Background: an optimization exercise with open tools, aiming at small area and a short achievable clock period. Do not read the settings as production practice.
At most, simulation tests tie the RTL to the original design; equivalence was not proved.
The RTL of runs 2 and 3 was laid out without a check of its function.

==> design.v <==
module Cordic (
  input  wire        in_clk,
  input  wire        in_rst,
  input  wire        in_enable,
  input  wire [15:0] in_x,
  input  wire [15:0] in_y,
  output wire        out_valid,
  output wire [18:0] out_phase,
  output wire [15:0] out_x,
  output wire [15:0] out_y
);
  function [18:0] atan;
    input integer i;
    begin
      case (i)
        0: atan = 19'h0c90f;
        1: atan = 19'h076b1;
        2: atan = 19'h03eb6;
        3: atan = 19'h01fd5;
        4: atan = 19'h00ffa;
        5: atan = 19'h007ff;
        6: atan = 19'h003ff;
        default: atan = 19'h001ff;
      endcase
    end
  endfunction
  reg [12:0] vld;
  always @(posedge in_clk or negedge in_rst)
    if (!in_rst) vld <= 13'b0;
    else         vld <= {vld[11:0], in_enable};
  assign out_valid = vld[12];
  reg signed [16:0] xr [0:8];
  reg signed [16:0] yr [0:8];
  reg        [7:0]  dr [1:9];    
  always @(posedge in_clk) begin
    xr[0] <= {in_x[15], in_x};
    yr[0] <= {in_y[15], in_y};
  end
  genvar i;
  generate
    for (i = 0; i < 8; i = i + 1) begin : g_stage
      wire               d  = yr[i][16];
      wire signed [16:0] xs = xr[i] >>> i;
      wire signed [16:0] ys = yr[i] >>> i;
      wire        [16:0] xn, yn;
      sk17 u_xadd (.a(xr[i]), .b(ys ^ {17{d}}),  .cin(d),  .s(xn));
      sk17 u_yadd (.a(yr[i]), .b(xs ^ {17{~d}}), .cin(~d), .s(yn));
      always @(posedge in_clk) begin
        xr[i+1] <= xn;
        yr[i+1] <= yn;
      end
      if (i == 0) begin : g_d0
        always @(posedge in_clk) dr[1] <= {7'b0, d};
      end else begin : g_dn
        always @(posedge in_clk) dr[i+1] <= (dr[i] & ((8'd1 << i) - 8'd1)) | ({7'b0, d} << i);
      end
    end
  endgenerate
  localparam [27:0] GAINC = 28'h5b70049;
  function [27:0] csa_s;
    input [27:0] a, b, c;
    csa_s = a ^ b ^ c;
  endfunction
  function [27:0] csa_c;
    input [27:0] a, b, c;
    csa_c = {(a[26:0] & b[26:0]) | (a[26:0] & c[26:0]) | (b[26:0] & c[26:0]), 1'b0};
  endfunction
  function [32:0] gain1;   
    input [16:0] v;
    reg   [16:0] u;
    reg   [27:0] r1, r2, r3, r4, r5, s1, c1, t1, e1, s2, c2, s3, c3;
    reg   [12:0] lo;
    begin
      u  = {~v[16], v[15:0]};
      r1 = {u, 11'b0};
      r2 = {2'b0, u, 9'b0};
      r3 = {5'b0, ~u, 6'b0};
      r4 = {8'b0, ~u, 3'b0};
      r5 = {11'b0, ~u};
      s1 = csa_s(r1, r2, r3);
      c1 = csa_c(r1, r2, r3);
      t1 = csa_s(r4, r5, GAINC);
      e1 = csa_c(r4, r5, GAINC);
      s2 = csa_s(s1, c1, t1);
      c2 = csa_c(s1, c1, t1);
      s3 = csa_s(s2, c2, e1);
      c3 = csa_c(s2, c2, e1);
      lo = {1'b0, s3[11:0]} + {1'b0, c3[11:0]};
      gain1 = {lo[12], s3[27:12], c3[27:12]};
    end
  endfunction
  reg [15:0] xs_, ys_, xc_, yc_;   
  reg        xl_, yl_;              
  always @(posedge in_clk) begin
    {xl_, xs_, xc_} <= gain1(xr[8]);
    {yl_, ys_, yc_} <= gain1(yr[8]);
    dr[9]           <= dr[8];
  end
  function [18:0] zsum;
    input [3:0] dirs;
    input integer base;
    integer k;
    begin
      zsum = 19'd0;
      for (k = 0; k < 4; k = k + 1)
        zsum = dirs[k] ? zsum - atan(base + k) : zsum + atan(base + k);
    end
  endfunction
  wire [18:0] zlo [0:15];
  wire [18:0] zhi [0:15];
  genvar j;
  generate
    for (j = 0; j < 16; j = j + 1) begin : g_ztab
      assign zlo[j] = zsum(j, 0);
      assign zhi[j] = zsum(j, 4);
    end
  endgenerate
  reg [15:0] ox, oy;
  reg [18:0] oz;
  always @(posedge in_clk) begin
    ox <= xs_ + xc_ + xl_;
    oy <= ys_ + yc_ + yl_;
    oz <= zlo[dr[9][3:0]] + zhi[dr[9][7:4]];
  end
  assign out_x = ox;
  assign out_y = oy;
  assign out_phase = oz;
endmodule
module sk17 (
  input  wire [16:0] a,
  input  wire [16:0] b,
  input  wire        cin,
  output wire [16:0] s
);
  wire g0_0 = cin;
  wire g0_1 = a[0] & b[0];
  wire p0_1 = a[0] ^ b[0];
  wire g0_2 = a[1] & b[1];
  wire p0_2 = a[1] ^ b[1];
  wire g0_3 = a[2] & b[2];
  wire p0_3 = a[2] ^ b[2];
  wire g0_4 = a[3] & b[3];
  wire p0_4 = a[3] ^ b[3];
  wire g0_5 = a[4] & b[4];
  wire p0_5 = a[4] ^ b[4];
  wire g0_6 = a[5] & b[5];
  wire p0_6 = a[5] ^ b[5];
  wire g0_7 = a[6] & b[6];
  wire p0_7 = a[6] ^ b[6];
  wire g0_8 = a[7] & b[7];
  wire p0_8 = a[7] ^ b[7];
  wire g0_9 = a[8] & b[8];
  wire p0_9 = a[8] ^ b[8];
  wire g0_10 = a[9] & b[9];
  wire p0_10 = a[9] ^ b[9];
  wire g0_11 = a[10] & b[10];
  wire p0_11 = a[10] ^ b[10];
  wire g0_12 = a[11] & b[11];
  wire p0_12 = a[11] ^ b[11];
  wire g0_13 = a[12] & b[12];
  wire p0_13 = a[12] ^ b[12];
  wire g0_14 = a[13] & b[13];
  wire p0_14 = a[13] ^ b[13];
  wire g0_15 = a[14] & b[14];
  wire p0_15 = a[14] ^ b[14];
  wire g0_16 = a[15] & b[15];
  wire p0_16 = a[15] ^ b[15];
  wire g0_17 = a[16] & b[16];
  wire p0_17 = a[16] ^ b[16];
  wire g1_1 = g0_1 | (p0_1 & g0_0);
  wire g1_3 = g0_3 | (p0_3 & g0_2);
  wire p1_3 = p0_3 & p0_2;
  wire g1_5 = g0_5 | (p0_5 & g0_4);
  wire p1_5 = p0_5 & p0_4;
  wire g1_7 = g0_7 | (p0_7 & g0_6);
  wire p1_7 = p0_7 & p0_6;
  wire g1_9 = g0_9 | (p0_9 & g0_8);
  wire p1_9 = p0_9 & p0_8;
  wire g1_11 = g0_11 | (p0_11 & g0_10);
  wire p1_11 = p0_11 & p0_10;
  wire g1_13 = g0_13 | (p0_13 & g0_12);
  wire p1_13 = p0_13 & p0_12;
  wire g1_15 = g0_15 | (p0_15 & g0_14);
  wire p1_15 = p0_15 & p0_14;
  wire g1_17 = g0_17 | (p0_17 & g0_16);
  wire p1_17 = p0_17 & p0_16;
  wire g2_2 = g0_2 | (p0_2 & g1_1);
  wire g2_3 = g1_3 | (p1_3 & g1_1);
  wire g2_6 = g0_6 | (p0_6 & g1_5);
  wire p2_6 = p0_6 & p1_5;
  wire g2_7 = g1_7 | (p1_7 & g1_5);
  wire p2_7 = p1_7 & p1_5;
  wire g2_10 = g0_10 | (p0_10 & g1_9);
  wire p2_10 = p0_10 & p1_9;
  wire g2_11 = g1_11 | (p1_11 & g1_9);
  wire p2_11 = p1_11 & p1_9;
  wire g2_14 = g0_14 | (p0_14 & g1_13);
  wire p2_14 = p0_14 & p1_13;
  wire g2_15 = g1_15 | (p1_15 & g1_13);
  wire p2_15 = p1_15 & p1_13;
  wire g3_4 = g0_4 | (p0_4 & g2_3);
  wire g3_5 = g1_5 | (p1_5 & g2_3);
  wire g3_6 = g2_6 | (p2_6 & g2_3);
  wire g3_7 = g2_7 | (p2_7 & g2_3);
  wire g3_12 = g0_12 | (p0_12 & g2_11);
  wire p3_12 = p0_12 & p2_11;
  wire g3_13 = g1_13 | (p1_13 & g2_11);
  wire p3_13 = p1_13 & p2_11;
  wire g3_14 = g2_14 | (p2_14 & g2_11);
  wire p3_14 = p2_14 & p2_11;
  wire g3_15 = g2_15 | (p2_15 & g2_11);
  wire p3_15 = p2_15 & p2_11;
  wire g4_8 = g0_8 | (p0_8 & g3_7);
  wire g4_9 = g1_9 | (p1_9 & g3_7);
  wire g4_10 = g2_10 | (p2_10 & g3_7);
  wire g4_11 = g2_11 | (p2_11 & g3_7);
  wire g4_12 = g3_12 | (p3_12 & g3_7);
  wire g4_13 = g3_13 | (p3_13 & g3_7);
  wire g4_14 = g3_14 | (p3_14 & g3_7);
  wire g4_15 = g3_15 | (p3_15 & g3_7);
  wire g5_16 = g0_16 | (p0_16 & g4_15);
  wire g5_17 = g1_17 | (p1_17 & g4_15);
  assign s[0] = a[0] ^ b[0] ^ g0_0;
  assign s[1] = a[1] ^ b[1] ^ g1_1;
  assign s[2] = a[2] ^ b[2] ^ g2_2;
  assign s[3] = a[3] ^ b[3] ^ g2_3;
  assign s[4] = a[4] ^ b[4] ^ g3_4;
  assign s[5] = a[5] ^ b[5] ^ g3_5;
  assign s[6] = a[6] ^ b[6] ^ g3_6;
  assign s[7] = a[7] ^ b[7] ^ g3_7;
  assign s[8] = a[8] ^ b[8] ^ g4_8;
  assign s[9] = a[9] ^ b[9] ^ g4_9;
  assign s[10] = a[10] ^ b[10] ^ g4_10;
  assign s[11] = a[11] ^ b[11] ^ g4_11;
  assign s[12] = a[12] ^ b[12] ^ g4_12;
  assign s[13] = a[13] ^ b[13] ^ g4_13;
  assign s[14] = a[14] ^ b[14] ^ g4_14;
  assign s[15] = a[15] ^ b[15] ^ g4_15;
  assign s[16] = a[16] ^ b[16] ^ g5_16;
endmodule
module CordicVectoring (
  input  wire        in_clk,
  input  wire        in_rst,
  input  wire        in_enable,
  input  wire [15:0] in_x,
  input  wire [15:0] in_y,
  output wire        out_valid,
  output wire [18:0] out_phase,
  output wire [15:0] out_x,
  output wire [15:0] out_y
);
  Cordic u_cordic (
    .in_clk    (in_clk),
    .in_rst    (in_rst),
    .in_enable (in_enable),
    .in_x      (in_x),
    .in_y      (in_y),
    .out_valid (out_valid),
    .out_phase (out_phase),
    .out_x     (out_x),
    .out_y     (out_y)
  );
endmodule
==> flow/run.sh <==
#!/bin/bash
set -euo pipefail
bash standard.sh \
  SETUP_SLACK_MARGIN=5.9 \
  "BUFFER_PORTS_ARGS=-buffer_cell sky130_fd_sc_hd__buf_2" \
  finish > standard.log 2>&1
==> standard.sh <==
#!/bin/bash
# synth_recipe.tcl (not shown) runs the flow's synth.tcl, then flattens the netlist and writes it again
# the make line also repeats each setting of config.mk as NAME=value (left out here)
make -C /OpenROAD-flow-scripts/flow DESIGN_CONFIG=/design/flow/config.mk WORK_HOME=/design/flow/orfs CLKGATE_MAP_FILE= SYNTH_SCRIPT=/design/flow/synth_recipe.tcl "${@:-finish}"
==> config.mk <==
export PLATFORM = sky130hd
export DESIGN_NAME = CordicVectoring
export DESIGN_NICKNAME = CordicVectoring
export VERILOG_FILES = /design/flow/design.v
export SDC_FILE = /design/flow/constraint.sdc
export NUM_CORES = 4
export LEC_CHECK = 0
export CAP_MARGIN = 20
export CORE_MARGIN = 2
export CORE_UTILIZATION = 55
export CTS_CLUSTER_DIAMETER = 100
export CTS_CLUSTER_SIZE = 30
export SLEW_MARGIN = 20
==> constraint.sdc <==
create_clock -name core_clock -period 9.0 [get_ports {in_clk}]
set_input_delay 1.8000 -clock core_clock [delete_from_list [all_inputs] [get_ports {in_clk}]]
set_output_delay 1.8000 -clock core_clock [all_outputs]
set_load 0.01 [all_outputs]
==> qor.txt, run 1 <==
Adder-Cell Fraction of Synth Area -> 26.9%
Starting density of the core -> 55.8%
Worst hold slack -> 0.331 ns
DRT antenna net count -> 0
# port buffers -> 85
CTS tree -> built
Synth top area cells -> dfxtp_1 36%, ha_1 17%, fa_1 10%
HPWL Detailed -> 38500 µm
Setup TNS -> 0 ns
Unrepaired setup endpoints after global routing -> yes
First DRT Iteration DRCs -> 453
H-tree Lvls -> 1
# DRC -> 0
DR WL/cell -> 15.2 µm
Die area -> 49100 µm²
Crit path max-delay family -> compound AO/OA/AOI/OAI gates
MaxCap Viol Count -> 0
Cell Area, Synth -> 26000 µm²
Cell breakdown of the critical path -> buf_12, xor2_1, ha_1, a21o_1, a31o_4, a21oi_4, a211oi_1, o31a_1, o2111ai_1, nor2_1, ha_1, xor2_1
Multi-input combinational cell area -> 15600 µm²
Minimum clock period -> 2.98 ns
Status -> finished clean
EDFF count, synth -> 0
Post-synth ARST share -> 2.73%
Yosys reg bits -> 477
Core area -> 46700 µm²
Area grow syn2layout -> 9.07%
Primary FF master, synth -> dfxtp_1
Least-Margin Pin Slew -> 0.877 ns
Vias/cell -> 5.15
Cell variety after synth -> 72
Synth Area in XOR/XNOR -> 14.2%
Startpoint Class -> flop
Period utilization -> 33.1%
Main combinational cell family by area after synthesis -> adder cells
Post-synthesis compound-gate area fraction -> 10.6%
Post-Synth Simple-Gate Area -> 6.27%
Post-synth top area share -> 35.7%
Slew headroom -> 40.0%
# setup viols final -> 0
TritonCTS Sinks -> 477
Die X-Extent -> 222 µm
First-pass GRT wire length -> 78900 µm
Drt pass-1 iters -> 18
Final-report max-slew violation count -> 0
CP Data Required Time -> 9.45 ns
Overall Global Routing Usage -> 19.3%
Buf+Inv Stages, Crit Path -> 1
GP Congestion -> 0.837
Layout cell share with drive strength beyond 1 -> 8.60%
Fin nets -> 3069
Seq/Total Area, Yosys -> 36.9%
Mean Syn Cell Area -> 10.6 µm²
Root Buffer -> clkbuf_16
CP Capture Type -> flop
Net Count, Synth -> 2965
Vias -> 16300
Ant. Diodes -> 0
Mux contribution to synthesized area -> 0.514%
Placed Cells -> 3116
Clock buffer depth -> 3
Vias in the first global route -> 16600
Layout fillers -> 3961
Initial antenna violation count -> 0
Yosys top cell by area -> dfxtp_1
Total congestion overflow -> 0
Crit path max fanout -> 12
Synth Warn # -> 7
Non-Filler Instances -> 3166
Die H -> 222 µm
Achievable Freq -> 0.335 GHz
I/O pins -> 87
# rows -> 79
Arrival @ worst endpoint -> 3.43 ns
Crit path largest cell delay -> 0.38 ns
Slowest-stage cell, CP -> dfxtp_4
Clock slew at reported path FFs -> 0.11 ns
Syn Inst Count -> 2448
Critical path class -> reg -> reg
FF/Latch Area -> 9640 µm²
CTS Buf Count -> 20
Hold Fails Final Rpt -> 0
Clock Skew -> 0.0235 ns
Final WL -> 48100 µm
Setup slack, reg-to-reg -> 6.02 ns
Largest net degree at the start of global routing -> 33
Hold Crit Class -> reg -> reg
Clk Latency, worst-skew pair -> 0.57 ns
[synth_stat cells (6+ instances only)]
| master | instances |
|---|---|
| mux2_2 | 7 |
| or2_2 | 11 |
| o21bai_1 | 28 |
| nor2_1 | 88 |
| xnor2_1 | 220 |
| inv_1 | 280 |
| a21o_1 | 57 |
| o31ai_1 | 8 |
| and2_1 | 19 |
| ha_1 | 352 |
| nand3_1 | 20 |
| nor2b_1 | 20 |
| dfrtp_1 | 13 |
| o21ai_1 | 12 |
| a221o_1 | 6 |
| o21ai_0 | 45 |
| or2_1 | 6 |
| dfxtp_1 | 464 |
| a31oi_1 | 18 |
| a221oi_1 | 6 |
| nand2b_1 | 21 |
| nor3_1 | 31 |
| a21oi_1 | 125 |
| clkbuf_1 | 8 |
| nand4_1 | 7 |
| o211ai_1 | 10 |
| and3_1 | 14 |
| or3_1 | 6 |
| a41oi_1 | 7 |
| xor2_1 | 203 |
| buf_1 | 16 |
| fa_1 | 130 |
| o21a_1 | 31 |
| nand2_1 | 70 |
[registers in the layout (all words and copies together) (netlist names), 18 cells and up]
signal       count
u_cordic.xr    152
u_cordic.oz     18
u_cordic.yr    152
u_cordic.dr     44
[path summary, 6_finish.rpt]
kind | start | endpoint | cells past startpoint
setup / recovery | u_cordic.yr[5][16] | u_cordic.xr[6][16] | 12
hold / removal | u_cordic.dr[8][0] | u_cordic.dr[9][0] | 0
setup reg to reg | u_cordic.yr[5][16] | u_cordic.xr[6][16] | 12
hold reg to reg | u_cordic.dr[8][0] | u_cordic.dr[9][0] | 0
max in group asynchronous | in_rst | u_cordic.vld[12] | 1
min in group asynchronous | in_rst | u_cordic.vld[1] | 1
[metrics by stage]
| stage | area (µm²) | util, % | worst slack (ns) |
|---|---|---|---|
| 3_3_place_gp | 27100 | 58.2 | 5.27 |
| 3_5_place_dp | 27100 | 58.2 | 5.16 |
| 5_1_grt | 28400 | 60.9 | 5.87 |
| 6_report | 28400 | 60.9 | 6.02 |
| 2_1_floorplan | 26100 | - | 5.93 |
| 4_1_cts | 27900 | 59.9 | 5.89 |
[cell families after synthesis]
kind of cell	count (synthesis)
and+or+nand+nor	330
muxes	12
other	1
DFF	477
xor gates and xnor gates	423
buffers and inverters	310
adders and majority gates	482
AOI/OAI and AO/OA	413
[metal layers]
| layer | up-vias | track usage, % | part of all wire [%] |
|---|---|---|---|
| met1 | 7769 | 23.7 | 45 |
| met5 | - | 0 | 0 |
| met3 | 57 | 1.82 | 2.0 |
| met4 | 0 | 5.36 | 2.4 |
| met2 | 124 | 36.1 | 51 |
| li1 | 8352 | - | - |
[placed cells by master (no fill, tap or decap), types with 7 or more instances in the layout]
cell type  netlist  layout
clkbuf_16        0      24
nor3_1          31      31
a31oi_1         18      16
xnor2_1        220     210
dfxtp_1        464     454
and2_1          19      19
nand4_1          7       7
nand2_1         70      70
or2_2           11      11
a21oi_1        125     121
a41oi_2          1       7
a21o_1          57      57
o21bai_1        28      28
o21a_1          31      31
buf_2            4      85
nand2b_1        21      21
buf_4            1      13
ha_1           352     352
and3_1          14      14
nor2_1          88      88
dfxtp_4          0       7
o211ai_1        10      10
o21ai_1         12      11
mux2_2           7       7
nand3_1         20      20
dfrtp_1         13      13
xnor2_2          0       9
o21ai_0         45      43
inv_1          280     280
xor2_1         203     202
nor2b_1         20      20
fa_1           130     130
[cell type report]
cell class              count  share of cell area [%]
clock buffers              23                    1.88
clock inverters             6                   0.163
inverters                 280                    3.70
multi-input cells        1661                    54.7
flip-flops and latches    477                    34.0
well taps                 607                    2.67
repair buffers            112                    2.89
[repair_timing]
item / in CTS / in global routing
gates cloned: 2 / 3
gates resized for setup: 30 / 54
setup buffers: 2 / 14
hold buffers: 0 / 0
endpoints found under the setup margin: 38 / 29
pin swaps: 1 / 7
==> run 2, diff against run 1 <==
--- a/design.v
+++ b/design.v
@@ -115,12 +115,19 @@
       assign zhi[j] = zsum(j, 4);
     end
   endgenerate
+  wire [15:0] oxn, oyn;
+  wire [17:0] ozn;
+  wire [18:0] zl = zlo[dr[9][3:0]];
+  wire [18:0] zh = zhi[dr[9][7:4]];
+  sk16 u_xout (.a(xs_), .b(xc_), .cin(xl_), .s(oxn));
+  sk16 u_yout (.a(ys_), .b(yc_), .cin(yl_), .s(oyn));
+  sk18 u_zout (.a(zl[18:1]), .b(zh[18:1]), .cin(1'b1), .s(ozn));
   reg [15:0] ox, oy;
   reg [18:0] oz;
   always @(posedge in_clk) begin
-    ox <= xs_ + xc_ + xl_;
-    oy <= ys_ + yc_ + yl_;
-    oz <= zlo[dr[9][3:0]] + zhi[dr[9][7:4]];
+    ox <= oxn;
+    oy <= oyn;
+    oz <= {ozn, 1'b0};
   end
   assign out_x = ox;
   assign out_y = oy;
@@ -238,6 +245,230 @@
   assign s[15] = a[15] ^ b[15] ^ g4_15;
   assign s[16] = a[16] ^ b[16] ^ g5_16;
 endmodule
+module sk16 (
+  input  wire [15:0] a,
+  input  wire [15:0] b,
+  input  wire        cin,
+  output wire [15:0] s
+);
+  wire g0_0 = cin;
+  wire g0_1 = a[0] & b[0];
+  wire p0_1 = a[0] ^ b[0];
+  wire g0_2 = a[1] & b[1];
+  wire p0_2 = a[1] ^ b[1];
+  wire g0_3 = a[2] & b[2];
+  wire p0_3 = a[2] ^ b[2];
+  wire g0_4 = a[3] & b[3];
+  wire p0_4 = a[3] ^ b[3];
+  wire g0_5 = a[4] & b[4];
+  wire p0_5 = a[4] ^ b[4];
+  wire g0_6 = a[5] & b[5];
+  wire p0_6 = a[5] ^ b[5];
+  wire g0_7 = a[6] & b[6];
+  wire p0_7 = a[6] ^ b[6];
+  wire g0_8 = a[7] & b[7];
+  wire p0_8 = a[7] ^ b[7];
+  wire g0_9 = a[8] & b[8];
+  wire p0_9 = a[8] ^ b[8];
+  wire g0_10 = a[9] & b[9];
+  wire p0_10 = a[9] ^ b[9];
+  wire g0_11 = a[10] & b[10];
+  wire p0_11 = a[10] ^ b[10];
+  wire g0_12 = a[11] & b[11];
+  wire p0_12 = a[11] ^ b[11];
+  wire g0_13 = a[12] & b[12];
+  wire p0_13 = a[12] ^ b[12];
+  wire g0_14 = a[13] & b[13];
+  wire p0_14 = a[13] ^ b[13];
+  wire g0_15 = a[14] & b[14];
+  wire p0_15 = a[14] ^ b[14];
+  wire g0_16 = a[15] & b[15];
+  wire p0_16 = a[15] ^ b[15];
+  wire g1_1 = g0_1 | (p0_1 & g0_0);
+  wire g1_3 = g0_3 | (p0_3 & g0_2);
+  wire p1_3 = p0_3 & p0_2;
+  wire g1_5 = g0_5 | (p0_5 & g0_4);
+  wire p1_5 = p0_5 & p0_4;
+  wire g1_7 = g0_7 | (p0_7 & g0_6);
+  wire p1_7 = p0_7 & p0_6;
+  wire g1_9 = g0_9 | (p0_9 & g0_8);
+  wire p1_9 = p0_9 & p0_8;
+  wire g1_11 = g0_11 | (p0_11 & g0_10);
+  wire p1_11 = p0_11 & p0_10;
+  wire g1_13 = g0_13 | (p0_13 & g0_12);
+  wire p1_13 = p0_13 & p0_12;
+  wire g1_15 = g0_15 | (p0_15 & g0_14);
+  wire p1_15 = p0_15 & p0_14;
+  wire g2_2 = g0_2 | (p0_2 & g1_1);
+  wire g2_3 = g1_3 | (p1_3 & g1_1);
+  wire g2_6 = g0_6 | (p0_6 & g1_5);
+  wire p2_6 = p0_6 & p1_5;
+  wire g2_7 = g1_7 | (p1_7 & g1_5);
+  wire p2_7 = p1_7 & p1_5;
+  wire g2_10 = g0_10 | (p0_10 & g1_9);
+  wire p2_10 = p0_10 & p1_9;
+  wire g2_11 = g1_11 | (p1_11 & g1_9);
+  wire p2_11 = p1_11 & p1_9;
+  wire g2_14 = g0_14 | (p0_14 & g1_13);
+  wire p2_14 = p0_14 & p1_13;
+  wire g2_15 = g1_15 | (p1_15 & g1_13);
+  wire p2_15 = p1_15 & p1_13;
+  wire g3_4 = g0_4 | (p0_4 & g2_3);
+  wire g3_5 = g1_5 | (p1_5 & g2_3);
+  wire g3_6 = g2_6 | (p2_6 & g2_3);
+  wire g3_7 = g2_7 | (p2_7 & g2_3);
+  wire g3_12 = g0_12 | (p0_12 & g2_11);
+  wire p3_12 = p0_12 & p2_11;
+  wire g3_13 = g1_13 | (p1_13 & g2_11);
+  wire p3_13 = p1_13 & p2_11;
+  wire g3_14 = g2_14 | (p2_14 & g2_11);
+  wire p3_14 = p2_14 & p2_11;
+  wire g3_15 = g2_15 | (p2_15 & g2_11);
+  wire p3_15 = p2_15 & p2_11;
+  wire g4_8 = g0_8 | (p0_8 & g3_7);
+  wire g4_9 = g1_9 | (p1_9 & g3_7);
+  wire g4_10 = g2_10 | (p2_10 & g3_7);
+  wire g4_11 = g2_11 | (p2_11 & g3_7);
+  wire g4_12 = g3_12 | (p3_12 & g3_7);
+  wire g4_13 = g3_13 | (p3_13 & g3_7);
+  wire g4_14 = g3_14 | (p3_14 & g3_7);
+  wire g4_15 = g3_15 | (p3_15 & g3_7);
+  wire g5_16 = g0_16 | (p0_16 & g4_15);
+  assign s[0] = a[0] ^ b[0] ^ g0_0;
+  assign s[1] = a[1] ^ b[1] ^ g1_1;
+  assign s[2] = a[2] ^ b[2] ^ g2_2;
+  assign s[3] = a[3] ^ b[3] ^ g2_3;
+  assign s[4] = a[4] ^ b[4] ^ g3_4;
+  assign s[5] = a[5] ^ b[5] ^ g3_5;
+  assign s[6] = a[6] ^ b[6] ^ g3_6;
+  assign s[7] = a[7] ^ b[7] ^ g3_7;
+  assign s[8] = a[8] ^ b[8] ^ g4_8;
+  assign s[9] = a[9] ^ b[9] ^ g4_9;
+  assign s[10] = a[10] ^ b[10] ^ g4_10;
+  assign s[11] = a[11] ^ b[11] ^ g4_11;
+  assign s[12] = a[12] ^ b[12] ^ g4_12;
+  assign s[13] = a[13] ^ b[13] ^ g4_13;
+  assign s[14] = a[14] ^ b[14] ^ g4_14;
+  assign s[15] = a[15] ^ b[15] ^ g4_15;
+endmodule
+module sk18 (
+  input  wire [17:0] a,
+  input  wire [17:0] b,
+  input  wire        cin,
+  output wire [17:0] s
+);
+  wire g0_0 = cin;
+  wire g0_1 = a[0] & b[0];
+  wire p0_1 = a[0] ^ b[0];
+  wire g0_2 = a[1] & b[1];
+  wire p0_2 = a[1] ^ b[1];
+  wire g0_3 = a[2] & b[2];
+  wire p0_3 = a[2] ^ b[2];
+  wire g0_4 = a[3] & b[3];
+  wire p0_4 = a[3] ^ b[3];
+  wire g0_5 = a[4] & b[4];
+  wire p0_5 = a[4] ^ b[4];
+  wire g0_6 = a[5] & b[5];
+  wire p0_6 = a[5] ^ b[5];
+  wire g0_7 = a[6] & b[6];
+  wire p0_7 = a[6] ^ b[6];
+  wire g0_8 = a[7] & b[7];
+  wire p0_8 = a[7] ^ b[7];
+  wire g0_9 = a[8] & b[8];
+  wire p0_9 = a[8] ^ b[8];
+  wire g0_10 = a[9] & b[9];
+  wire p0_10 = a[9] ^ b[9];
+  wire g0_11 = a[10] & b[10];
+  wire p0_11 = a[10] ^ b[10];
+  wire g0_12 = a[11] & b[11];
+  wire p0_12 = a[11] ^ b[11];
+  wire g0_13 = a[12] & b[12];
+  wire p0_13 = a[12] ^ b[12];
+  wire g0_14 = a[13] & b[13];
+  wire p0_14 = a[13] ^ b[13];
+  wire g0_15 = a[14] & b[14];
+  wire p0_15 = a[14] ^ b[14];
+  wire g0_16 = a[15] & b[15];
+  wire p0_16 = a[15] ^ b[15];
+  wire g0_17 = a[16] & b[16];
+  wire p0_17 = a[16] ^ b[16];
+  wire g0_18 = a[17] & b[17];
+  wire p0_18 = a[17] ^ b[17];
+  wire g1_1 = g0_1 | (p0_1 & g0_0);
+  wire g1_3 = g0_3 | (p0_3 & g0_2);
+  wire p1_3 = p0_3 & p0_2;
+  wire g1_5 = g0_5 | (p0_5 & g0_4);
+  wire p1_5 = p0_5 & p0_4;
+  wire g1_7 = g0_7 | (p0_7 & g0_6);
+  wire p1_7 = p0_7 & p0_6;
+  wire g1_9 = g0_9 | (p0_9 & g0_8);
+  wire p1_9 = p0_9 & p0_8;
+  wire g1_11 = g0_11 | (p0_11 & g0_10);
+  wire p1_11 = p0_11 & p0_10;
+  wire g1_13 = g0_13 | (p0_13 & g0_12);
+  wire p1_13 = p0_13 & p0_12;
+  wire g1_15 = g0_15 | (p0_15 & g0_14);
+  wire p1_15 = p0_15 & p0_14;
+  wire g1_17 = g0_17 | (p0_17 & g0_16);
+  wire p1_17 = p0_17 & p0_16;
+  wire g2_2 = g0_2 | (p0_2 & g1_1);
+  wire g2_3 = g1_3 | (p1_3 & g1_1);
+  wire g2_6 = g0_6 | (p0_6 & g1_5);
+  wire p2_6 = p0_6 & p1_5;
+  wire g2_7 = g1_7 | (p1_7 & g1_5);
+  wire p2_7 = p1_7 & p1_5;
+  wire g2_10 = g0_10 | (p0_10 & g1_9);
+  wire p2_10 = p0_10 & p1_9;
+  wire g2_11 = g1_11 | (p1_11 & g1_9);
+  wire p2_11 = p1_11 & p1_9;
+  wire g2_14 = g0_14 | (p0_14 & g1_13);
+  wire p2_14 = p0_14 & p1_13;
+  wire g2_15 = g1_15 | (p1_15 & g1_13);
+  wire p2_15 = p1_15 & p1_13;
+  wire g2_18 = g0_18 | (p0_18 & g1_17);
+  wire p2_18 = p0_18 & p1_17;
+  wire g3_4 = g0_4 | (p0_4 & g2_3);
+  wire g3_5 = g1_5 | (p1_5 & g2_3);
+  wire g3_6 = g2_6 | (p2_6 & g2_3);
+  wire g3_7 = g2_7 | (p2_7 & g2_3);
+  wire g3_12 = g0_12 | (p0_12 & g2_11);
+  wire p3_12 = p0_12 & p2_11;
+  wire g3_13 = g1_13 | (p1_13 & g2_11);
+  wire p3_13 = p1_13 & p2_11;
+  wire g3_14 = g2_14 | (p2_14 & g2_11);
+  wire p3_14 = p2_14 & p2_11;
+  wire g3_15 = g2_15 | (p2_15 & g2_11);
+  wire p3_15 = p2_15 & p2_11;
+  wire g4_8 = g0_8 | (p0_8 & g3_7);
+  wire g4_9 = g1_9 | (p1_9 & g3_7);
+  wire g4_10 = g2_10 | (p2_10 & g3_7);
+  wire g4_11 = g2_11 | (p2_11 & g3_7);
+  wire g4_12 = g3_12 | (p3_12 & g3_7);
+  wire g4_13 = g3_13 | (p3_13 & g3_7);
+  wire g4_14 = g3_14 | (p3_14 & g3_7);
+  wire g4_15 = g3_15 | (p3_15 & g3_7);
+  wire g5_16 = g0_16 | (p0_16 & g4_15);
+  wire g5_17 = g1_17 | (p1_17 & g4_15);
+  wire g5_18 = g2_18 | (p2_18 & g4_15);
+  assign s[0] = a[0] ^ b[0] ^ g0_0;
+  assign s[1] = a[1] ^ b[1] ^ g1_1;
+  assign s[2] = a[2] ^ b[2] ^ g2_2;
+  assign s[3] = a[3] ^ b[3] ^ g2_3;
+  assign s[4] = a[4] ^ b[4] ^ g3_4;
+  assign s[5] = a[5] ^ b[5] ^ g3_5;
+  assign s[6] = a[6] ^ b[6] ^ g3_6;
+  assign s[7] = a[7] ^ b[7] ^ g3_7;
+  assign s[8] = a[8] ^ b[8] ^ g4_8;
+  assign s[9] = a[9] ^ b[9] ^ g4_9;
+  assign s[10] = a[10] ^ b[10] ^ g4_10;
+  assign s[11] = a[11] ^ b[11] ^ g4_11;
+  assign s[12] = a[12] ^ b[12] ^ g4_12;
+  assign s[13] = a[13] ^ b[13] ^ g4_13;
+  assign s[14] = a[14] ^ b[14] ^ g4_14;
+  assign s[15] = a[15] ^ b[15] ^ g4_15;
+  assign s[16] = a[16] ^ b[16] ^ g5_16;
+  assign s[17] = a[17] ^ b[17] ^ g5_17;
+endmodule
 module CordicVectoring (
   input  wire        in_clk,
   input  wire        in_rst,
==> flow/run.sh (replaced) <==
#!/bin/bash
set -euo pipefail
bash standard.sh \
  SETUP_SLACK_MARGIN=${MARGIN:-5.9} \
  "BUFFER_PORTS_ARGS=-buffer_cell sky130_fd_sc_hd__buf_2" \
  finish > standard.log 2>&1
--- a/config.mk
+++ b/config.mk
@@ -7,7 +7,5 @@
 export LEC_CHECK = 0
 export CAP_MARGIN = 20
 export CORE_MARGIN = 2
-export CORE_UTILIZATION = 55
-export CTS_CLUSTER_DIAMETER = 100
-export CTS_CLUSTER_SIZE = 30
+export CORE_UTILIZATION = 40
 export SLEW_MARGIN = 20
==> run 2 against run 1 <==
Against the previous run:
- sequential cell count unchanged
- still clean
- register-to-register slack got worse by 0.08 ns
- critical endpoint is now u_cordic.yr[5][15]
- clock skew increased by 0.013 ns
- largest cell class unchanged
==> qor.txt, run 2 <==
# setup viols final -> 0 (unchanged)
Layout cell share with drive strength beyond 1 -> 15.0% (was 8.60%)
Seq/Total Area, Yosys -> 37.2% (was 36.9%)
Root Buffer -> clkbuf_16 (unchanged)
R2R depth -> 12 (unchanged)
Cell variety after synth -> 68 (was 72)
Cell with the most instances after synthesis -> dfxtp_1 (unchanged)
Crit path largest cell delay -> 0.53 ns (was 0.38 ns)
Total congestion overflow -> 0 (unchanged)
Buf+Inv Stages, Crit Path -> 2 (was 1)
Post-synth ARST share -> 2.73% (unchanged)
Least-Margin Pin Slew -> 0.590 ns (was 0.877 ns)
Drt pass-1 iters -> 4 (was 18)
First-pass GRT wire length -> 78300 µm (was 78900 µm)
I/O pins -> 87 (unchanged)
Largest net degree at the start of global routing -> 25 (was 33)
Startpoint Class -> flop (unchanged)
Synth top area cells -> dfxtp_1 36%, ha_1 17%, fa_1 11% (was dfxtp_1 36%, ha_1 17%, fa_1 10%)
Setup TNS -> 0 ns (unchanged)
Final WL -> 48700 µm (was 48100 µm)
DR WL/cell -> 14.1 µm (was 15.2 µm)
Hold wc startpoint -> u_cordic.dr[8][3] (was u_cordic.dr[8][0])
Slowest-stage cell, CP -> or4_4 (was dfxtp_4)
# port buffers -> 85 (unchanged)
MaxCap Viol Count -> 0 (unchanged)
Fin nets -> 3077 (was 3069)
First DRT Iteration DRCs -> 432 (was 453)
Commonest non-fill, non-tap cells in the layout -> 440 x dfxtp_1, 340 x ha_1, 270 x inv_1, 211 x xnor2_1, 205 x xor2_1 (was 454 x dfxtp_1, 352 x ha_1, 280 x inv_1, 210 x xnor2_1, 202 x xor2_1)
Yosys top cell by area -> dfxtp_1 (unchanged)
Dpl ws -> 5.12 ns (was 5.16 ns)
Clk Latency, worst-skew pair -> 0.61 ns (was 0.57 ns)
Hold EP -> u_cordic.dr[9][3] (was u_cordic.dr[9][0])
Unrepaired setup endpoints after global routing -> yes (unchanged)
Setup slack, reg-to-reg -> 5.93 ns (was 6.02 ns)
Final-report max-slew violation count -> 0 (unchanged)
H-tree Lvls -> 2 (was 1)
CTS Buf Count -> 53 (was 20)
Post-synth top area share -> 36.0% (was 35.7%)
Hold Fails Final Rpt -> 0 (unchanged)
CP Data Required Time -> 9.53 ns (was 9.45 ns)
Initial antenna violation count -> 0 (unchanged)
Achievable Freq -> 0.326 GHz (was 0.335 GHz)
Most common cell after layout, fill and taps aside -> dfxtp_1 (unchanged)
Minimum clock period -> 3.07 ns (was 2.98 ns)
HPWL Detailed -> 36800 µm (was 38500 µm)
DRT antenna net count -> 0 (unchanged)
Final worst setup slack -> 5.93 ns (was 6.02 ns)
CTS tree -> built (unchanged)
Critical path class -> reg -> reg (unchanged)
Clock buffer depth -> 3 (unchanged)
Clock Skew -> 0.0361 ns (was 0.0235 ns)
Die area -> 66600 µm² (was 49100 µm²)
Reg2reg end -> u_cordic.yr[5][15] (was u_cordic.xr[6][16])
# DRC -> 0 (unchanged)
Die H -> 258 µm (was 222 µm)
Hold Crit Class -> reg -> reg (unchanged)
Syn Inst Count -> 2374 (was 2448)
Ant. Diodes -> 0 (unchanged)
Cell breakdown of the critical path -> buf_12, xnor2_4, ha_4, or4_4, o21ai_4, a31oi_4, a221o_1, a31o_4, a31oi_4, o21ba_4, fa_1, inv_1 (was buf_12, xor2_1, ha_1, a21o_1, a31o_4, a21oi_4, a211oi_1, o31a_1, o2111ai_1, nor2_1, ha_1, xor2_1)
Yosys reg bits -> 477 (unchanged)
Clock slew at reported path FFs -> 0.06 ns (was 0.11 ns)
Overall Global Routing Usage -> 14.2% (was 19.3%)
Placed Area -> 27200 µm² (was 27100 µm²)
CP Capture Type -> flop (unchanged)
GP Congestion -> 0.854 (was 0.837)
Most used cell along the critical path -> a31oi_4
Crit path max fanout -> 5 (was 12)
Net Count, Synth -> 2898 (was 2965)
Stages on worst setup path -> 12 (unchanged)
Vias in the first global route -> 16800 (was 16600)
Cell Area, Synth -> 25800 µm² (was 26000 µm²)
Status -> finished clean (unchanged)
Period utilization -> 34.1% (was 33.1%)
Arrival @ worst endpoint -> 3.59 ns (was 3.43 ns)
# rows -> 93 (was 79)
TritonCTS Sinks -> 477 (unchanged)
Vias -> 16100 (was 16300)
Mean Syn Cell Area -> 10.9 µm² (was 10.6 µm²)
Synth Warn # -> 7 (unchanged)
Cts hold-fix bufs -> 0 (unchanged)
Setup crit start -> u_cordic.yr[4][16] (was u_cordic.yr[5][16])
EDFF count, synth -> 0 (unchanged)
Die X-Extent -> 258 µm (was 222 µm)
Starting density of the core -> 40.3% (was 55.8%)
Primary FF master, synth -> dfxtp_1 (unchanged)
Top flop regs -> u_cordic.xr (152), u_cordic.yr (152), u_cordic.dr (44) (unchanged)
Hold Path Cell Cnt -> 0 (unchanged)
Worst hold slack -> 0.318 ns (was 0.331 ns)
Top cells by count, synth -> 464 x dfxtp_1, 352 x ha_1, 274 x inv_1, 231 x xnor2_1, 205 x xor2_1 (was 464 x dfxtp_1, 352 x ha_1, 280 x inv_1, 220 x xnor2_1, 203 x xor2_1)
Reg2reg start -> u_cordic.yr[4][16] (was u_cordic.yr[5][16])
Area grow syn2layout -> 18.7% (was 9.07%)
Slew headroom -> 59.6% (was 40.0%)
Final instance area -> 30700 µm² (was 28400 µm²)
Vias/cell -> 4.68 (was 5.15)
Crit path max-delay family -> compound AO/OA/AOI/OAI gates (unchanged)
Core area -> 64100 µm² (was 46700 µm²)
-- run 2: kinds of logic after synthesis --
family,synth area share (%)
AOI/OAI and AO/OA,9.87
xor gates and xnor gates,14.8
adders and majority gates,27.7
buffers and inverters,4.50
DFF,37.2
muxes,0.349
other,0.0145
and+or+nand+nor,5.61
-- run 2: cell type report --
cell class | count | area [µm²]
inverters | 274 | 1040
multi-input cells | 1592 | 15800
flip-flops and latches | 477 | 9680
clock inverters | 18 | 293
repair buffers | 155 | 1220
fillers | 5827 | 33500
clock buffers | 78 | 1580
well taps | 855 | 1070
-- run 2: worst max path at each step --
stage                              end  slack (ns)
finish              u_cordic.yr[5][15]        5.93
global route        u_cordic.yr[5][15]        5.84
CTS                 u_cordic.yr[7][15]        5.79
detailed placement  u_cordic.yr[7][15]        5.12
global placement    u_cordic.yr[7][15]        5.19
floorplan           u_cordic.yr[7][15]        5.78
-- run 2: metal layers --
layer	share of wire (%)	wire length, µm	vias to the layer above	GRT usage [%]
met2	56	27100	230	28.4
met5	0	0	-	0
met1	37	18000	7532	14.1
met4	4.3	2110	0	6.60
li1	-	-	8253	-
met3	3.0	1460	111	2.41
-- run 2: repair_timing --
item                       in CTS  in global routing
resized for setup              71                103
setup endpoints to repair      48                 26
pin swaps                      22                 43
gates cloned                    4                  4
setup buffers                  23                 34
-- run 2: metrics by stage --
step	cells	util [%]
2_1_floorplan	2374	-
3_3_place_gp	3288	42.5
3_5_place_dp	3288	42.5
4_1_cts	3411	46.4
5_1_grt	3449	47.8
6_report	3449	47.8
==> run 3, diff against run 2 <==
--- a/config.mk
+++ b/config.mk
@@ -8,4 +8,6 @@
 export CAP_MARGIN = 20
 export CORE_MARGIN = 2
 export CORE_UTILIZATION = 40
+export CTS_CLUSTER_DIAMETER = 100
+export CTS_CLUSTER_SIZE = 30
 export SLEW_MARGIN = 20
==> run 3 against run 2 <==
Against the previous run:
- still clean
- die area stayed put
- critical path depth unchanged
- register-to-register slack hardly changed
- synthesized cell count did not move
- clock-buffer cell count down 53
==> qor.txt, run 3 <==
Status -> finished clean (unchanged)
H-tree Lvls -> 1 (was 2)
Unrepaired setup endpoints after global routing -> yes (unchanged)
Ant. Diodes -> 0 (unchanged)
Starting density of the core -> 40.3% (unchanged)
Most used cell along the critical path -> nor2b_1 (was a31oi_4)
Vias -> 15900 (was 16100)
Cell with the most instances after synthesis -> dfxtp_1 (unchanged)
Cell breakdown of the critical path -> buf_4, nor2b_1, nor2_1, or2_2, ha_1, a21oi_1, nor2b_1, a311o_1, a221o_1, a21o_1, fa_2, xor2_1 (was buf_12, xnor2_4, ha_4, or4_4, o21ai_4, a31oi_4, a221o_1, a31o_4, a31oi_4, o21ba_4, fa_1, inv_1)
Critical path class -> reg -> reg (unchanged)
Multi-input combinational cell area -> 15700 µm² (was 15800 µm²)
Clock Skew -> 0.0352 ns (was 0.0361 ns)
Crit path max-delay family -> compound AO/OA/AOI/OAI gates (unchanged)
Primary FF master, synth -> dfxtp_1 (unchanged)
MaxCap Viol Count -> 0 (unchanged)
Vias in the first global route -> 16600 (was 16800)
Vias/cell -> 4.70 (was 4.68)
EDFF count, synth -> 0 (unchanged)
# port buffers -> 85 (unchanged)
Core area -> 64100 µm² (unchanged)
Minimum clock period -> 3.08 ns (was 3.07 ns)
Net Count, Synth -> 2898 (unchanged)
Cell variety after synth -> 68 (unchanged)
Overall Global Routing Usage -> 13.9% (was 14.2%)
Clock slew at reported path FFs -> 0.11 ns (was 0.06 ns)
Slowest-stage cell, CP -> dfxtp_4 (was or4_4)
Commonest non-fill, non-tap cells in the layout -> 442 x dfxtp_1, 341 x ha_1, 271 x inv_1, 210 x xnor2_1, 205 x xor2_1 (was 440 x dfxtp_1, 340 x ha_1, 270 x inv_1, 211 x xnor2_1, 205 x xor2_1)
Top flop regs -> u_cordic.xr (152), u_cordic.yr (152), u_cordic.dr (44) (unchanged)
Clock buffer depth -> 3 (unchanged)
Period utilization -> 34.2% (was 34.1%)
Layout cell share with drive strength beyond 1 -> 13.3% (was 15.0%)
HPWL Detailed -> 36800 µm (unchanged)
# rows -> 93 (unchanged)
Top sig layer -> met4 (unchanged)
Hold Crit Class -> reg -> reg (unchanged)
Met2 routed WL -> 26400 µm (was 27100 µm)
First DRT Iteration DRCs -> 453 (was 432)
Top cells by count, synth -> 464 x dfxtp_1, 352 x ha_1, 274 x inv_1, 231 x xnor2_1, 205 x xor2_1 (unchanged)
DRT antenna net count -> 0 (unchanged)
CTS Buf Count -> 23 (was 53)
# setup viols final -> 0 (unchanged)
Startpoint Class -> flop (unchanged)
Final-report max-slew violation count -> 0 (unchanged)
Post-synth top area share -> 36.0% (unchanged)
Synth top area cells -> dfxtp_1 36%, ha_1 17%, fa_1 11% (unchanged)
Slew headroom -> 60.5% (was 59.6%)
Synth Warn # -> 7 (unchanged)
Syn Inst Count -> 2374 (unchanged)
Least-Margin Pin Slew -> 0.585 ns (was 0.590 ns)
Buf+Inv Stages, Crit Path -> 1 (was 2)
Final WL -> 47400 µm (was 48700 µm)
I/O pins -> 87 (unchanged)
Post-synth ARST share -> 2.73% (unchanged)
TritonCTS Sinks -> 477 (unchanged)
Achievable Freq -> 0.324 GHz (was 0.326 GHz)
Cell Area, Synth -> 25800 µm² (unchanged)
GP Congestion -> 0.854 (unchanged)
Mean Syn Cell Area -> 10.9 µm² (unchanged)
Crit path max fanout -> 10 (was 5)
Fin nets -> 3046 (was 3077)
Die X-Extent -> 258 µm (unchanged)
Setup TNS -> 0 ns (unchanged)
Total congestion overflow -> 0 (unchanged)
CTS tree -> built (unchanged)
Most common cell after layout, fill and taps aside -> dfxtp_1 (unchanged)
CP Capture Type -> flop (unchanged)
Root Buffer -> clkbuf_16 (unchanged)
Largest net degree at the start of global routing -> 32 (was 25)
DR WL/cell -> 14.0 µm (was 14.1 µm)
Clk Latency, worst-skew pair -> 0.59 ns (was 0.61 ns)
Crit path largest cell delay -> 0.38 ns (was 0.53 ns)
First-pass GRT wire length -> 77300 µm (was 78300 µm)
Hold Fails Final Rpt -> 0 (unchanged)
# DRC -> 0 (unchanged)
FF/Latch Area -> 9680 µm² (about the same)
Drt pass-1 iters -> 4 (unchanged)
WL met1 -> 17800 µm (was 18000 µm)
Met3 wire len -> 1010 µm (was 1460 µm)
Arrival @ worst endpoint -> 3.58 ns (was 3.59 ns)
Die H -> 258 µm (unchanged)
Initial antenna violation count -> 0 (unchanged)
CP Data Required Time -> 9.50 ns (was 9.53 ns)
Die area -> 66600 µm² (unchanged)
Area grow syn2layout -> 13.9% (was 18.7%)
Layout fillers -> 5914 (was 5827)
Yosys top cell by area -> dfxtp_1 (unchanged)
Yosys reg bits -> 477 (unchanged)
Seq/Total Area, Yosys -> 37.2% (unchanged)
## run 3: cell types whose count changed in the layout (fill, tap and decap cells not counted), sizes merged
| cell | previous run | this run |
|---|---|---|
| buf | 147 | 148 |
| clkbuf | 82 | 27 |
| inv | 276 | 280 |
| clkinv | 7 | 4 |
| bufinv | 6 | 0 |
## run 3: layer usage
metal | track usage (%) | vias to the layer above
met2 | 28.4 | 212
met1 | 14.0 | 7445
met3 | 1.57 | 118
li1 | - | 8146
met4 | 5.97 | 0
met5 | 0 | -
## run 3: cell families after synthesis
family / count (synthesis) / share of synthesized area (%)
xor gates and xnor gates: 436 / 14.8
buffers and inverters: 305 / 4.50
DFF: 477 / 37.2
muxes: 8 / 0.349
and+or+nand+nor: 284 / 5.61
AOI/OAI and AO/OA: 374 / 9.87
adders and majority gates: 489 / 27.7
other: 1 / 0.0145
## run 3: layout make-up
class	count	share of cell area, %
tap	855	3.63
timing repair buffer	154	3.96
clock buffer	25	1.98
clock inverter	13	0.561
multi-input combinational	1592	53.5
sequential	477	32.9
inverter	274	3.51
## run 3: repair_timing
item	4_1_cts	5_1_grt
endpoints found under the hold margin	0	0
pin swaps	32	31
endpoints found under the setup margin	46	26
resized for setup	83	86
gates cloned	4	2
buffers inserted	33	25
hold buffers	0	0
## run 3: final timing paths
| path | to | depth (start not counted) | slack [ns] | startpoint |
|---|---|---|---|---|
| max | u_cordic.oz[17] | 12 | 5.92 | u_cordic.dr[9][0] |
| min | u_cordic.dr[9][3] | 0 | 0.30 | u_cordic.dr[8][3] |
| max reg2reg | u_cordic.oz[17] | 12 | 5.92 | u_cordic.dr[9][0] |
| min reg2reg | u_cordic.dr[9][3] | 0 | 0.30 | u_cordic.dr[8][3] |
| max in group asynchronous | u_cordic.vld[3] | 1 | 7.69 | in_rst |
| min in group asynchronous | u_cordic.vld[12] | 1 | 1.06 | in_rst |
## run 3: per-stage QoR
step / util, % / cell area (µm²) / hold WS [ns] / setup WS [ns] / cells
2_1_floorplan: - / 25900 / 0.310 / 5.78 / 2374
3_3_place_gp: 42.5 / 27200 / 0.311 / 5.19 / 3288
3_5_place_dp: 42.5 / 27200 / 0.312 / 5.12 / 3288
4_1_cts: 44.8 / 28700 / 0.311 / 5.77 / 3363
5_1_grt: 45.9 / 29400 / 0.326 / 5.82 / 3390
6_report: 45.9 / 29400 / 0.304 / 5.92 / 3390
## run 3: worst reg2reg max path: stages (launching register included)
cell     delay, ns
dfxtp_4       0.38
buf_4         0.17
nor2b_1       0.15
nor2_1        0.05
or2_2         0.31
ha_1          0.37
a21oi_1       0.15
nor2b_1       0.08
a311o_1       0.35
a221o_1       0.32
a21o_1        0.18
fa_2          0.33
xor2_1        0.14

## what the ideal ports hide
The results above use ideal ports. As a check the final layouts listed here were re-extracted and re-timed, cells and wires unchanged.
Step 1 sets driving cells, clkbuf_16 on the clock port and buf_2 on the other inputs (assumed; they add their load-dependent delay and slew).
Step 2 moves the port delays by t, midway between the first and last clock arrival at a register: inputs arrive t later, outputs are due t later. That takes back most of the time a late clock gives input paths.
Slacks: ideal ports / drivers / drivers and shift; pairs: ideal ports / drivers.
run	t, ns	slack for setup (ns)	worst setup path after step 2
run 1	0.614	6.017 / 6.017 / 6.017	register to register
run 2	0.645	5.933 / 5.933 / 5.933	register to register
run 3	0.633	5.918 / 5.918 / 5.918	register to register
After both steps setup and hold are still met in every run listed.
